Source: an optimization exercise on an open RTL-to-GDS flow (aim: small area). Production flows keep margins and buffers that such runs may drop.
No functional check of the RTL was part of any run shown here.
Power is estimated from default activity; no workload was simulated.

`design/flow/run.sh`:
```
#!/bin/bash
# synth_recipe.tcl (not shown) runs the flow's synth.tcl, then flattens the netlist and writes it again
# the make line also repeats each setting of config.mk as NAME=value (left out here)
make -C /OpenROAD-flow-scripts/flow DESIGN_CONFIG=/design/flow/config.mk WORK_HOME=/design/flow/orfs CLKGATE_MAP_FILE= SYNTH_SCRIPT=/design/flow/synth_recipe.tcl finish
```
`design/flow/config.mk`:
```
export PLATFORM = sky130hd
export DESIGN_NAME = top
export DESIGN_NICKNAME = top
export VERILOG_FILES = /design/flow/design.v
export SDC_FILE = /design/flow/constraint.sdc
export NUM_CORES = 4
export LEC_CHECK = 0
export CAP_MARGIN = 20
export CORE_MARGIN = 2
export CORE_UTILIZATION = 40
export CTS_BUF_LIST = sky130_fd_sc_hd__clkbuf_4
export CTS_CLUSTER_DIAMETER = 100
export CTS_CLUSTER_SIZE = 30
export PLACE_DENSITY = 0.6
export SLEW_MARGIN = 20
```
`design/flow/constraint.sdc`:
```
create_clock -name core_clock -period 10.0 [get_ports {clk}]
set_input_delay 2.0000 -clock core_clock [delete_from_list [all_inputs] [get_ports {clk}]]
set_output_delay 2.0000 -clock core_clock [all_outputs]
set_load 0.01 [all_outputs]
```
`design/flow/design.v`:
```
module vga_sync (
	input clk, reset,
	output [9:0] x, y,
	output hsync, vsync, video_on
	);
	reg [10:0] w;
	reg [9:0] v;
	wire wend = (w == 11'd1599);
	always @(posedge clk)
		if (!reset) begin
			w <= 11'd1;
			v <= 10'd0;
		end else begin
			w <= wend ? 11'd0 : w + 11'd1;
			if (wend) v <= (v == 10'd524) ? 10'd0 : v + 10'd1;
		end
	assign x = w[10:1];
	assign y = v;
	reg hs_r, vs_r;
	always @(posedge clk) begin
		hs_r <= reset & (x >= 10'd656) & (x <= 10'd751);
		vs_r <= reset & (y >= 10'd513) & (y <= 10'd514);
	end
	assign hsync = hs_r;
	assign vsync = vs_r;
	assign video_on = (x < 10'd640) & (y < 10'd480);
endmodule
module render (
	input clk, reset,
	input [9:0] x, y, xs,
	input [8:0] ys, p1, p2,
	input video_on,
	input [1:0] gs,
	output [11:0] rgb
	);
	wire [9:0] bx = x - xs;
	wire [9:0] by = y - {1'b0, ys};
	wire ball_on = (xs[9:3] != 7'h7f) & (bx <= 10'd16) & (by <= 10'd16);
	wire [8:0] pr = x[9] ? p2 : p1;
	wire [9:0] q = y - {1'b0, pr};
	wire pv = (q < 10'd40);
	wire pad1_on = (x >= 10'd20) & (x <= 10'd40) & pv;
	wire pad2_on = (x >= 10'd600) & (x <= 10'd620) & pv;
	reg c, b;
	always @(posedge clk)
		if (!reset) begin
			c <= 1'b0; b <= 1'b0;
		end else case (gs)
			2'b01: begin
				c <= pad1_on | (~pad2_on & ball_on);
				b <= ~pad1_on & (pad2_on | ball_on);
			end
			2'b10: begin c <= 1'b1; b <= 1'b0; end
			2'b11: begin c <= 1'b0; b <= 1'b1; end
			default: begin c <= 1'b0; b <= 1'b0; end
		endcase
	wire rc = video_on & c, rb = video_on & b, rw = rc & b;
	assign rgb = {rb, rb, rw, rw, rc, rc, rc, rc, rb, rb, rw, rw};
endmodule
module clock_divider (
	input clk, reset,
	output step
	);
	reg [11:0] dv;
	assign step = ((dv & 12'hDCF) == (12'h539 & 12'hDCF));     
	wire dwrap = ((dv & 12'hD7F) == (12'h524 & 12'hD7F));      
	always @(posedge clk)
		dv <= (reset & ~dwrap) ? {dv[10:0], ~(dv[10] ^ dv[11])} : 12'd0;
endmodule
module ball (
	input clk, reset, step,
	input [1:0] gs,
	input [8:0] p1, p2,
	output reg [9:0] xs,
	output reg [8:0] ys,
	output reg [2:0] s1, s2
	);
	function [9:0] ud10(input [9:0] a, input en, input dn);
		integer i;
		reg t;
		begin
			t = en;
			for (i = 0; i < 10; i = i + 1) begin
				ud10[i] = a[i] ^ t;
				t = t & (a[i] ^ dn);
			end
		end
	endfunction
	function [2:0] inc3(input [2:0] a, input en);
		inc3 = {a[2] ^ (en & a[1] & a[0]), a[1] ^ (en & a[0]), a[0] ^ en};
	endfunction
	reg dx, dy;    
	wire en = step & (gs == 2'b01);
	wire neg = (xs[9:3] == 7'h7f);    
	wire [8:0] pc = (xs[9] & ~xs[8]) ? p2 : p1;
	wire [9:0] dc = {1'b0, ys} - {1'b0, pc};
	wire hitc = (pc >= 9'd20) & ((dc <= 10'd51) | (dc >= 10'd997));
	wire hit = (((xs < 10'd30) | neg) | ((xs > 10'd594) & ~neg)) & hitc;
	wire outr = (xs == 10'd624);
	wire outl = (xs == 10'd1016);
	wire out = outr | outl;
	wire dxn = dx ^ hit ^ out;
	wire dyn = dy ^ (ys == 9'd1) ^ (ys == 9'd463) ^ out;
	wire ld = ~reset | (en & out);
	wire [9:0] xsn = ud10(xs, en, ~dxn);
	wire [9:0] ysn = ud10({1'b0, ys}, en, dyn);
	always @(posedge clk) begin
		dx <= ~reset | (en ? dxn : dx);
		dy <= ~reset | (en ? dyn : dy);
		xs <= ld ? 10'd312 : xsn;
		ys <= ld ? 9'd232 : ysn[8:0];
		s1 <= reset ? inc3(s1, en & outr) : 3'd0;
		s2 <= reset ? inc3(s2, en & outl) : 3'd0;
	end
endmodule
module paddle (
	input clk, reset, step,
	input button, button1, button2, button3,
	output reg [8:0] p1, p2
	);
	function [8:0] ud9(input [8:0] a, input en, input dn);
		integer i;
		reg t;
		begin
			t = en;
			for (i = 0; i < 9; i = i + 1) begin
				ud9[i] = a[i] ^ t;
				t = t & (a[i] ^ dn);
			end
		end
	endfunction
	wire up1 = ~button & (p1 != 9'd0), dn1 = ~button1 & (p1 != 9'd440);
	wire up2 = ~button2 & (p2 != 9'd0), dn2 = ~button3 & (p2 != 9'd440);
	always @(posedge clk)
		if (!reset) begin
			p1 <= 9'd220;
			p2 <= 9'd220;
		end else begin
			p1 <= ud9(p1, step & (up1 | dn1), up1);
			p2 <= ud9(p2, step & (up2 | dn2), up2);
		end
endmodule
module game_state (
	input clk, reset,
	input [2:0] s1, s2,
	output reg [1:0] gs
	);
	always @(posedge clk)
		if (!reset) gs <= 2'b00;
		else if (s1 == 3'd5) gs <= 2'b10;
		else if (s2 == 3'd5) gs <= 2'b11;
		else gs <= 2'b01;
endmodule
module seven_seg (
	input reset,
	input [2:0] s1, s2,
	output [6:0] seg1, seg2
	);
	function [6:0] sdec(input [2:0] s);
		case (s)
			3'd0: sdec = 7'b1000000;
			3'd1: sdec = 7'b1111001;
			3'd2: sdec = 7'b0100100;
			3'd3: sdec = 7'b0110000;
			3'd4: sdec = 7'b0011001;
			3'd5: sdec = 7'b0010010;
			default: sdec = 7'bxxxxxxx;
		endcase
	endfunction
	assign seg1 = reset ? sdec(s2) : 7'b1111111;
	assign seg2 = reset ? sdec(s1) : 7'b1111111;
endmodule
module Timer (
	input clk, reset,
	output [6:0] seg_left, seg_right
	);
	reg [15:0] tc;
	wire tick = ((tc & 16'hF3FF) == (16'hC717 & 16'hF3FF));
	always @(posedge clk)
		tc <= (reset & ~tick) ? {tc[14:0], ~(tc[12] ^ tc[15])} : 16'd0;
	reg [2:0] tt;
	reg [3:0] tu;
	always @(posedge clk)
		if (tick) begin
			if (tt == 3'd7) begin tt <= 3'd0; tu <= 4'd0; end
			else if (tt == 3'd6) tt <= 3'd7;
			else if (tu == 4'd9) begin tt <= tt + 3'd1; tu <= 4'd0; end
			else tu <= tu + 4'd1;
		end else if (!reset) begin
			tt <= 3'd0; tu <= 4'd0;
		end
	wire blank = (tt == 3'd0) & (tu == 4'd0);
	reg [6:0] sl, sr;
	always @(*) begin
		case (tu)
			4'd0: sr = 7'b1000000;
			4'd1: sr = 7'b1111001;
			4'd2: sr = 7'b0100100;
			4'd3: sr = 7'b0110000;
			4'd4: sr = 7'b0011001;
			4'd5: sr = 7'b0010010;
			4'd6: sr = 7'b0000010;
			4'd7: sr = 7'b1111000;
			4'd8: sr = 7'b0000000;
			4'd9: sr = 7'b0011000;
			default: sr = 7'bxxxxxxx;
		endcase
		case (tt)
			3'd0: sl = 7'b1000000;
			3'd1: sl = 7'b1111001;
			3'd2: sl = 7'b0100100;
			3'd3: sl = 7'b0110000;
			3'd4: sl = 7'b0011001;
			3'd5: sl = 7'b0010010;
			default: sl = 7'b0000010;
		endcase
	end
	assign seg_left = blank ? 7'b1111111 : sl;
	assign seg_right = blank ? 7'b1111111 : sr;
endmodule
module top (
	input clk, reset, button, button1, button2, button3,
	output [11:0] rgb,
	output hsync, vsync,
	output [6:0] seg1, seg2,
	output [6:0] seg_left, seg_right
	);
	wire [9:0] x, y, xs;
	wire [8:0] ys, p1, p2;
	wire [2:0] s1, s2;
	wire [1:0] gs;
	wire video_on, step;
	vga_sync v1 (.clk(clk), .reset(reset), .x(x), .y(y), .hsync(hsync), .vsync(vsync), .video_on(video_on));
	clock_divider c1 (.clk(clk), .reset(reset), .step(step));
	paddle pd (.clk(clk), .reset(reset), .step(step), .button(button), .button1(button1),
		.button2(button2), .button3(button3), .p1(p1), .p2(p2));
	ball b1 (.clk(clk), .reset(reset), .step(step), .gs(gs), .p1(p1), .p2(p2), .xs(xs), .ys(ys), .s1(s1), .s2(s2));
	game_state g1 (.clk(clk), .reset(reset), .s1(s1), .s2(s2), .gs(gs));
	render r1 (.clk(clk), .reset(reset), .x(x), .y(y), .video_on(video_on), .xs(xs), .ys(ys),
		.p1(p1), .p2(p2), .gs(gs), .rgb(rgb));
	seven_seg ss (.reset(reset), .s1(s1), .s2(s2), .seg1(seg1), .seg2(seg2));
	Timer t1 (.clk(clk), .reset(reset), .seg_left(seg_left), .seg_right(seg_right));
endmodule
```
==> results.yml, run 1 <==
layout:
  finalInstanceArea_um2: 8400
  fin_util_pct: 44.7
  area_growth_pct: 9.26
  design.final.nets: 1000
  layout-drive-gt1-share_pct: 6.64
routing:
  detail_route.iter0.violations: 281
  detail_route.wl_per_cell_um: 14.8
  post-route-drc-count: 0
  length_of_the_first_detailed_routing_pass_in_iterations: 5
  routed-via-count: 6349
  antenna_left: 0
  drt-total-wl_um: 17500
  post_drt_via_cell_ratio: 5.36
floorplanning:
  placement_rows: 50
  dieArea_um2: 20300
  floorplan.die.height_um: 143
  initial_core_util_pct: 41.0
  placeableCoreArea_um2: 18800
  boundary_pin_count: 48
  die_width_um: 143
clocking:
  clk_root_buffer_cell: "clkbuf_4"
  tritoncts: "yes"
  cts.htree.levels: 4
  cts_max_path_buffers: 2
  clock_sink_count: 114
  clock_latency_ns: 0.54
  clock_slew_seen_by_the_registers_of_the_worst_setup_and_hold_paths_ns: 0.10
  cts_resized: 0
  cts_made_buffers: 17
  postCtsHoldBufs: 0
  postCtsSetupRepairBufs: 0
grt:
  use_met3_pct: 3.12
  grt-busiest-layer: "met2"
  vias_in_the_first_global_route: 5784
  use_met2_pct: 29.2
  groute.layer.met1.usage_pct: 24.0
  grtUsageTotal_pct: 17.9
  grt_start_max_net_pins: 56
  grt_pass1_wl_um: 29000
  grt_antenna_before_repair: 1
  globalRouteOverflowTotal: 0
place:
  buffer_ports.inserted: 47
  detailed_place_hpwl_um: 12800
  globalplace.congestion: 0.857
  postPlaceCellArea_um2: 8120
power_and_ir_drop:
  power.share.clock_pct: 39.7
  power.ir.vdd_worst_v: 0.0000562
  swShare_pct: 25.7
  power_report.internal_total_uw: 633
  power.density_nw_per_um2: 101
  net-switching-power_uw: 219
  seq_power_share_pct: 54.8
  comb_power_share_pct: 5.6
  total_leakage_power_uw: 0.00344
logic_synthesis:
  synth_cells: 928
  netlist.top_cell.by_area: "dfxtp_1"
  synth_async_sr_flop_share_pct: 0
  syn-num-nets: 992
  synth_enable_flop_cells: 7
  netlist_area_um2: 7690
  number_of_flip_flops_and_latches_in_the_synthesized_netlist: 114
  yosysSeqAreaShare_pct: 30.6
  post_synth_main_area_contributors: "dfxtp_1 28%, ha_1 9.3%, nor2_1 4.3%"
  synth.distinct_cells: 85
  synth.avg_cell_area_um2: 8.28
  synthFlopType: "dfxtp_1"
  netlist.area_leader.share_pct: 27.9
  yosys_warnings: 8
setup_path:
  timing_worst_setup_path_type: "in -> out"
  timing.reg2reg.setup_slack_ns: 5.23
  path_delay_family: "buffers and inverters"
  critical_path_arrival_ns: 3.83
  critPathLaunchType: "input pin"
  cp_num_buf_inv: 4
  worstPathCellList: "buf_2 > buf_4 > inv_1 > a21o_1 > clkdlybuf4s50_1"
  critPathCaptureType: "primary output"
  delay_of_the_slowest_cell_on_the_worst_path_ns: 0.53
  critical_path.slowest_cell: "inv_1"
  worst_ep_required_time_ns: 8.00
  critical_path.max_fanout: 55
run:
  max-cap-violations: 0
worst_hold_path:
  min_path_type: "reg -> reg"
timing:
  hold_viol: 0
  worst_slew_pin_slew_ns: 1.07
  period_share_pct: 58.3
  grt_setup_unrepaired: "false"
  min_period_ns: 5.83
  timing.max_slew.rel_slack_pct: 28.7
  finClkSkew_ns: 0.0163
  totalNegativeSetupSlack_ns: 0
  maxClockFrequency_mhz: 171
  final_count_of_pins_violating_max_slew: 0
  setup-violations-final: 0
outcome:
  status: "finished clean"
## cells by family (layout without fill, tap and decap cells)
group | after synthesis | after routing | synth area share [%]
mux | 32 | 32 | 4.41
buf+inv | 108 | 129 | 6.74
xor+xnor | 71 | 71 | 8.43
flops | 114 | 114 | 30.6
other cells | 0 | 1 | 0
simple gates | 387 | 387 | 26.5
fa+ha+maj | 59 | 59 | 9.69
compound gates | 157 | 157 | 13.7
## layout make-up
class | count | area (µm²)
fill | 1912 | 10400
sequential | 114 | 2350
clock buffer | 18 | 135
inverter | 48 | 180
antenna | 1 | 2.50
clock inverter | 14 | 139
timing repair buffer | 49 | 480
multi-input combinational | 706 | 4820
tap | 234 | 293
## registers in the layout (all words and copies together) (netlist names), 4 cells and up
signal	flops
t1.tu	4
t1.sr	7
v1.w	11
c1.dv	12
v1.v	10
pd.p2	9
pd.p1	9
b1.ys	9
b1.xs	10
t1.tc	16
## final timing paths
kind         startpoint        end  cells past startpoint
max               reset    seg2[6]                      5
min            c1.dv[9]  c1.dv[10]                      1
max reg2reg    b1.xs[8]   b1.xs[6]                     16
min reg2reg    c1.dv[9]  c1.dv[10]                      1
## routing by layer
layer,vias up,wire (µm)
met5,-,0
met1,2951,8490
met4,0,297
met3,23,623
met2,126,8070
li1,3249,-
## worst reg2reg max path: stages (launching register included)
cell and delay [ns]:
dfxtp_1 0.68, nand2b_1 0.46, nand2_1 0.10, nand2_1 0.09, ha_1 0.14, inv_1 0.06
fa_1 0.49, o311ai_0 0.37, a2bb2oi_1 0.16, or3_4 0.35, and2_1 0.17, a311o_1 0.30
nor4_4 0.34, o21a_1 0.26, or2_1 0.28, mux2i_1 0.28, mux2i_1 0.19
## Yosys cell counts, types with 29 or more instances
master / count
nor2_1: 88
ha_1: 57
a21oi_1: 39
inv_1: 48
and2_1: 29
dfxtp_1: 107
xor2_1: 34
xnor2_1: 35
nor3_1: 29
nand2_1: 86
o21ai_0: 45
clkbuf_1: 34
## cell usage in the layout (no fill, tap or decap), drive strengths merged, types with 4 or more instances in the layout
master,instances
dfxtp,107
nor2,88
nand2,86
ha,57
inv,49
o21ai,49
clkdlybuf4s50,46
a21oi,39
xnor2,37
xor2,34
and2,31
mux2i,30
nor3,29
nand3,26
and3,25
clkbuf,18
nand2b,17
or3,16
nand4,15
nor2b,10
nor4,10
clkinv,8
o211ai,7
edfxtp,7
nand3b,6
o21a,6
a211oi,6
o31ai,6
a21o,5
a31o,5
nor4bb,4
a41o,4
a21boi,4
or2,4
nor3b,4
a31oi,4
## power groups by stage
stage	clock network [µW]	logic, µW	registers (µW)
floorplan	0	28.9	475
global placement	0	47.3	477
detailed placement	0	47.9	477
CTS	352	48.0	467
global route	370	52.4	467
finish	338	47.4	467
## through the flow
| step | hold slack [ns] | setup WS [ns] | instances | power [µW] |
|---|---|---|---|---|
| finish | 0.448 | 4.17 | 1184 | 852 |
| global route | 0.487 | 4.01 | 1184 | 890 |
| CTS | 0.458 | 4.13 | 1183 | 867 |
| detailed placement | 0.425 | 4.12 | 1151 | 525 |
| global placement | 0.408 | 4.15 | 1151 | 524 |
| floorplan | 0.406 | 5.08 | 928 | 504 |
==> run 2, diff against run 1 <==
--- a/design/flow/config.mk
+++ b/design/flow/config.mk
@@ -9,7 +9,7 @@
 export CORE_MARGIN = 2
 export CORE_UTILIZATION = 40
-export CTS_BUF_LIST = sky130_fd_sc_hd__clkbuf_4
-export CTS_CLUSTER_DIAMETER = 100
-export CTS_CLUSTER_SIZE = 30
+export CTS_BUF_LIST = sky130_fd_sc_hd__clkbuf_8
+export CTS_CLUSTER_DIAMETER = 200
+export CTS_CLUSTER_SIZE = 50
 export PLACE_DENSITY = 0.6
 export SLEW_MARGIN = 20
==> run 2 against run 1 <==
  * Clock skew down 0.0066 ns
  * Sequential power about the same
  * Sequential share of layout area down 0.36 points
  * Routed wire length about the same
  * Via count shrank 0.83%
  * Combinational power hardly changed
  * Global-route usage is essentially flat
  * Clock power is 26% higher
  * Power up 10%
  * Setup slack is essentially flat
  * Synthesized area stayed put
==> results.yml, run 2 <==
timing:
  period_share_pct: 58.3
  totalNegativeSetupSlack_ns: 0
  maxClockFrequency_mhz: 171
  final_count_of_pins_violating_max_slew: 0
  grt_setup_unrepaired: "false"
  hold_viol: 0
  timing.max_slew.rel_slack_pct: 28.7
  min_period_ns: 5.83
  setup-violations-final: 0
  worst_slew_pin_slew_ns: 1.07
  finClkSkew_ns: 0.00977
setup_path:
  critPathLaunchType: "input pin"
  worst_r2r_startpoint: "b1.xs[9]"
  path_delay_family: "buffers and inverters"
  critical_path.slowest_cell: "inv_1"
  timing_worst_setup_path_type: "in -> out"
  timing.reg2reg.setup_slack_ns: 5.25
  critical_path.max_fanout: 55
  critPathCaptureType: "primary output"
  worstPathCellList: "buf_2 > buf_4 > inv_1 > a21o_1 > clkdlybuf4s50_1"
  delay_of_the_slowest_cell_on_the_worst_path_ns: 0.53
  critical_path_arrival_ns: 3.83
  cp_num_buf_inv: 4
  reg2reg_depth: 16
  critical_path.reg2reg.endpoint: "b1.xs[6]"
  worst_ep_required_time_ns: 8.00
power_and_ir_drop:
  total_leakage_power_uw: 0.00349
  power_report.internal_total_uw: 710
  total_power_uw: 940
  power.density_nw_per_um2: 111
  swShare_pct: 24.5
  net-switching-power_uw: 231
  power.ir.vdd_worst_v: 0.0000819
  seq_power_share_pct: 49.6
  comb_power_share_pct: 5.0
  power.share.clock_pct: 45.3
floorplanning:
  placement_rows: 50
  initial_core_util_pct: 41.0
  floorplan.die.height_um: 143
  dieArea_um2: 20300
  placeableCoreArea_um2: 18800
  die_width_um: 143
  boundary_pin_count: 48
layout:
  top_flop_regs: "t1.tc: 16 flops, c1.dv: 12 flops, v1.w: 11 flops"
  finalInstanceArea_um2: 8510
  final_common_cell: "dfxtp_1"
  largest_register: "t1.tc"
  layout.cells.most_common_list: "107 x dfxtp_1, 88 x nor2_1, 86 x nand2_1"
  largest_register_ff_count: 16
  nFillCells: 1906
  instances_no_fill: 1183
  design.final.nets: 1000
  fin_util_pct: 45.3
  layout-drive-gt1-share_pct: 6.64
  antenna_cells: 0
  area_growth_pct: 10.7
clocking:
  postCtsHoldBufs: 0
  clk_root_buffer_cell: "clkbuf_8"
  cts_made_buffers: 17
  clock_slew_seen_by_the_registers_of_the_worst_setup_and_hold_paths_ns: 0.07
  cts.htree.levels: 4
  clock_latency_ns: 0.43
  tritoncts: "yes"
  clock_sink_count: 114
  cts_max_path_buffers: 2
  cts_resized: 0
  postCtsSetupRepairBufs: 0
logic_synthesis:
  synth.most_common_cell: "dfxtp_1"
  synth_enable_flop_cells: 7
  synth.avg_cell_area_um2: 8.28
  yosysSeqAreaShare_pct: 30.6
  syn-num-nets: 992
  synthFlopType: "dfxtp_1"
  synth.distinct_cells: 85
  netlist_area_um2: 7690
  synth_commonest_cells: "107 x dfxtp_1, 88 x nor2_1, 86 x nand2_1, 57 x ha_1, 48 x inv_1"
  yosys_warnings: 8
  netlist.area_leader.share_pct: 27.9
  netlist.top_cell.by_area: "dfxtp_1"
  synth_cells: 928
  post_synth_main_area_contributors: "dfxtp_1 28%, ha_1 9.3%, nor2_1 4.3%"
  synth_async_sr_flop_share_pct: 0
  number_of_flip_flops_and_latches_in_the_synthesized_netlist: 114
place:
  post-place-cells: 1151
  detailed_place_hpwl_um: 12800
  buffer_ports.inserted: 47
  globalplace.congestion: 0.857
  postPlaceCellArea_um2: 8120
grt:
  grtUsageTotal_pct: 17.8
  grt_pass1_wl_um: 29000
  vias_in_the_first_global_route: 5816
  globalRouteOverflowTotal: 0
  grt_start_max_net_pins: 56
  grt_antenna_before_repair: 0
worst_hold_path:
  min_path_cells: 1
  worstHoldEndpoint: "c1.dv[10]"
  start_point_of_the_worst_min_delay_path: "c1.dv[9]"
  min_path_type: "reg -> reg"
routing:
  drt-total-wl_um: 17500
  detail_route.wl_per_cell_um: 14.8
  post_drt_via_cell_ratio: 5.32
  routed-via-count: 6296
  post-route-drc-count: 0
  detail_route.iter0.violations: 285
  length_of_the_first_detailed_routing_pass_in_iterations: 5
  antenna_left: 0
outcome:
  status: "finished clean"
run:
  max-cap-violations: 0
run 2: cells by family after synthesis:
| logic type | after synthesis | share of synthesized area (%) |
|---|---|---|
| AO/OA/AOI/OAI | 157 | 13.7 |
| multiplexers | 32 | 4.41 |
| XOR/XNOR | 71 | 8.43 |
| buffers and inverters | 108 | 6.74 |
| AND/OR/NAND/NOR | 387 | 26.5 |
| adder cells (fa/ha/maj) | 59 | 9.69 |
| flip-flops | 114 | 30.6 |
run 2: per-stage QoR:
stage,hold WS (ns),setup slack (ns)
after floorplan,0.406,5.08
after global placement,0.408,4.15
after detailed placement,0.425,4.12
after CTS,0.449,4.13
after global routing,0.480,4.01
final,0.440,4.17
run 2: power by group through the flow:
| stage | clock [µW] | sequential (µW) | combinational (µW) |
|---|---|---|---|
| 2_1_floorplan | 0 | 475 | 28.9 |
| 3_3_place_gp | 0 | 477 | 47.3 |
| 3_5_place_dp | 0 | 477 | 47.9 |
| 4_1_cts | 439 | 466 | 48.0 |
| 5_1_grt | 457 | 467 | 52.4 |
| 6_report | 426 | 467 | 47.3 |
run 2: final cells by class:
class                      instances  area, µm²  area share (%)
clock buffer                      18        248            2.91
clock inverter                    14        139            1.63
inverter                          48        180            2.12
multi-input combinational        706       4820            56.6
sequential                       114       2350            27.6
tap                              234        293            3.44
timing repair buffer              49        480            5.65
run 2: metal layers:
layer,vias up,global-route usage [%],part of all wire (%),routed length [µm]
met5,-,0,0,0
met4,0,5.89,1.7,294
met3,20,3.09,3.2,562
met2,108,29.2,46,8010
met1,2926,23.9,49,8610
li1,3242,-,-,-
run 2: how the worst max path moves through the flow:
stage                from      end  slack (ns)  depth (start not counted)
finish              reset  seg2[6]        4.17                          5
global route        reset  seg2[6]        4.01                          5
CTS                 reset  seg2[6]        4.13                          5
detailed placement  reset  seg2[6]        4.12                          5
global placement    reset  seg2[6]        4.15                          5
floorplan           reset  seg1[3]        5.08                          4
==> run 3, diff against run 2 <==
==> design/flow/flow/run.sh (new file) <==
#!/bin/bash
# Own layout flow: the standard ORFS flow (standard.sh, all steps), with
#  - an area-oriented ABC mapping script (abc.script) in place of ORFS's speed script,
#  - the smallest buffer for the port buffers ORFS puts on every input and output.
# Everything else (synthesis script, floorplan, power grid, taps, CTS, routing) is ORFS's.
set -euo pipefail
W=$(pwd)
rm -rf "$W/scripts"
cp -r "$FLOW_HOME/scripts" "$W/scripts"
cp "$W/flow/abc.script" "$W/scripts/abc_speed.script"
cp "$W/flow/abc.script" "$W/scripts/abc_area.script"
bash "$W/standard.sh" "SCRIPTS_DIR=$W/scripts" \
	"BUFFER_PORTS_ARGS=-buffer_cell sky130_fd_sc_hd__buf_1" finish > "$W/flow_make.log" 2>&1
==> design/flow/flow/abc.script (new file) <==
strash
&get -n
&deepsyn -J 20
&put
dch
amap
topo
==> design/flow/standard.sh (new file) <==
#!/bin/bash
# synth_recipe.tcl (not shown) runs the flow's synth.tcl, then flattens the netlist and writes it again
# the make line also repeats each setting of config.mk as NAME=value (left out here)
make -C /OpenROAD-flow-scripts/flow DESIGN_CONFIG=/design/flow/config.mk WORK_HOME=/design/flow/orfs CLKGATE_MAP_FILE= SYNTH_SCRIPT=/design/flow/synth_recipe.tcl "${@:-finish}"
--- a/design/flow/config.mk
+++ b/design/flow/config.mk
@@ -9,7 +9,7 @@
 export CORE_MARGIN = 2
 export CORE_UTILIZATION = 40
-export CTS_BUF_LIST = sky130_fd_sc_hd__clkbuf_8
-export CTS_CLUSTER_DIAMETER = 200
-export CTS_CLUSTER_SIZE = 50
+export CTS_BUF_LIST = sky130_fd_sc_hd__clkbuf_4
+export CTS_CLUSTER_DIAMETER = 100
+export CTS_CLUSTER_SIZE = 30
 export PLACE_DENSITY = 0.6
 export SLEW_MARGIN = 20
removed: design/flow/run.sh
==> run 3 against run 2 <==
  * Register-to-register slack got worse by 1.3 ns
  * Highest routed layer unchanged
  * Routed wire length is 9.5% lower
  * Final cell count is 0.25% higher
  * Synthesized area down 12%
==> results.yml, run 3 <==
logic_synthesis:
  netlist.area_leader.share_pct: 31.7
  synth.avg_cell_area_um2: 7.52
  synth_async_sr_flop_share_pct: 0
  yosys_warnings: 8
  netlist_area_um2: 6750
  netlist.top_cell.by_area: "dfxtp_1"
  synth.distinct_cells: 44
  synthFlopType: "dfxtp_1"
  yosysSeqAreaShare_pct: 34.9
  synth_cells: 898
  syn-num-nets: 962
  post_synth_main_area_contributors: "dfxtp_1 32%, ha_1 11%, nor2_1 9.8%"
  synth_enable_flop_cells: 7
  number_of_flip_flops_and_latches_in_the_synthesized_netlist: 114
  synth_commonest_cells: "176 x nor2_1, 136 x clkinv_1, 107 x dfxtp_1, 57 x ha_1, 52 x a21oi_1"
  synth.most_common_cell: "nor2_1"
timing:
  timing.max_slew.rel_slack_pct: 32.3
  min_period_ns: 6.50
  totalNegativeSetupSlack_ns: 0
  setup-violations-final: 0
  grt_setup_unrepaired: "false"
  setup_ws_ns: 3.50
  worst_slew_pin_slew_ns: 1.00
  period_share_pct: 65.0
  final_count_of_pins_violating_max_slew: 0
  maxClockFrequency_mhz: 154
  finClkSkew_ns: 0.0117
  hold_viol: 0
layout:
  layout.cells.most_common_list: "176 x nor2_1, 137 x clkinv_1, 107 x dfxtp_1"
  top_flop_regs: "t1.tc: 16 flops, c1.dv: 12 flops, v1.w: 11 flops"
  area_growth_pct: 10.5
  largest_register_ff_count: 16
  fin_util_pct: 45.1
  nFillCells: 1677
  largest_register: "t1.tc"
  final_common_cell: "nor2_1"
  final-seq-area_um2: 2350
  layout-drive-gt1-share_pct: 3.53
  design.final.nets: 1015
  multiInputGateArea_um2: 3770
place:
  globalplace.congestion: 0.840
  preCtsSetupSlack_ns: 3.43
  buffer_ports.inserted: 47
  detailed_place_hpwl_um: 12100
clocking:
  cts_max_path_buffers: 2
  postCtsHoldBufs: 0
  cts_resized: 0
  clock_latency_ns: 0.53
  cts_made_buffers: 17
  clock_sink_count: 114
  postCtsSetupRepairBufs: 0
  clock_slew_seen_by_the_registers_of_the_worst_setup_and_hold_paths_ns: 0.11
  cts.htree.levels: 4
  tritoncts: "yes"
  clk_root_buffer_cell: "clkbuf_4"
worst_hold_path:
  min_path_cells: 2
  min_path_type: "reg -> reg"
setup_path:
  critical_path.max_fanout: 41
  worst_ep_required_time_ns: 8.00
  critical_path_arrival_ns: 4.50
  reg2reg_depth: 28
  critPathCaptureType: "primary output"
  timing_worst_setup_path_type: "in -> out"
  critPathLaunchType: "input pin"
grt:
  grt_antenna_before_repair: 1
  grtUsageTotal_pct: 18.5
  vias_in_the_first_global_route: 5567
  globalRouteOverflowTotal: 0
  grt_pass1_wl_um: 26700
  grt_start_max_net_pins: 42
floorplanning:
  dieArea_um2: 17900
  boundary_pin_count: 48
  placeableCoreArea_um2: 16500
  floorplan.die.height_um: 134
  placement_rows: 47
  die_width_um: 134
  initial_core_util_pct: 40.8
routing:
  drt-total-wl_um: 15800
  routed-via-count: 6106
  antenna_left: 0
  post_drt_via_cell_ratio: 5.15
  post-route-drc-count: 0
  detail_route.iter0.violations: 274
  detail_route.wl_per_cell_um: 13.3
  length_of_the_first_detailed_routing_pass_in_iterations: 5
power_and_ir_drop:
  total_leakage_power_uw: 0.00279
  power.density_nw_per_um2: 122
  total_power_uw: 911
  power.ir.vdd_worst_v: 0.0000873
outcome:
  status: "finished clean"
run:
  max-cap-violations: 0
-- run 3: layout make-up --
type / count / share of cell area [%]
multi-input cells: 633 / 50.6
clock inverters: 14 / 2.82
flip-flops and latches: 114 / 31.6
repair buffers: 49 / 2.58
inverters: 136 / 6.85
well taps: 220 / 3.69
diodes: 2 / 0.0671
clock buffers: 18 / 1.81
-- run 3: kinds of logic (layout without fill, tap and decap cells) --
family	after synthesis	count (layout)	synth area share, %
xor+xnor	1	1	0.130
flops	114	114	34.9
fa+ha+maj	58	58	10.9
simple gates	350	350	23.5
compound gates	224	224	21.4
other cells	0	2	0
buf+inv	151	217	9.23
-- run 3: power breakdown --
part / internal (µW) / switching [µW] / total (µW)
logic: 9.43 / 20.6 / 30.1
clock network: 226 / 189 / 415
registers: 463 / 2.84 / 466
total: 698 / 213 / 911
-- run 3: final timing paths --
path	slack, ns	start	endpoint
setup reg to reg	4.00	b1.xs[9]	b1.xs[9]
hold reg to reg	0.43	c1.dv[5]	c1.dv[6]
setup / recovery	3.50	reset	seg1[1]
hold / removal	0.43	c1.dv[5]	c1.dv[6]
-- run 3: per-layer routing --
layer,global-route usage (%),share of wire [%],vias to the layer above
met3,4.31,3.1,14
li1,-,-,3281
met2,29.3,44,84
met1,25.0,51,2727
met4,5.61,1.3,0
met5,0,0,-
-- run 3: per-stage QoR --
| stage | cell area (µm²) | hold slack, ns | cells |
|---|---|---|---|
| floorplan | 6750 | 0.403 | 898 |
| global route | 7450 | 0.454 | 1186 |
| finish | 7450 | 0.426 | 1186 |
| global placement | 7100 | 0.410 | 1152 |
| detailed placement | 7100 | 0.410 | 1152 |
| CTS | 7450 | 0.427 | 1184 |
-- run 3: critical path, stage by stage --
cell and delay (ns):
clkbuf_2 0.08, buf_4 0.37, clkinv_1 0.87, nor2_1 0.49
clkinv_1 0.14, nor3_1 0.24, or2_0 0.14, buf_1 0.15

re-timing with driven ports:
How much do the figures lean on ideal ports? The routed layouts below were timed once more, with nothing changed but the port constraints.
Step 1 (the two cells are an assumption about what drives the block):
set clk [get_ports {clk}]
set_driving_cell -lib_cell sky130_fd_sc_hd__clkbuf_16 $clk
set_driving_cell -lib_cell sky130_fd_sc_hd__buf_2 [delete_from_list [all_inputs] $clk]
Step 2 adds t to the input delays and takes it off the output delays; t is the mean of the earliest and latest rising clock arrival at the registers after step 1. Input paths then give back, and output paths get back, about the clock's delay inside the block.
a / b / c = ideal / step 1 / step 2; a / b = the first two.
run	shift t [ns]	setup slack, ns	clock arrival spread, ns
run 1	0.565	4.168 / 4.144 / 4.144	0.016 / 0.016
run 2	0.466	4.168 / 4.144 / 4.144	0.010 / 0.010
run 3	0.566	3.500 / 3.477 / 3.477	0.013 / 0.014
After both steps setup and hold are still met in every run listed.
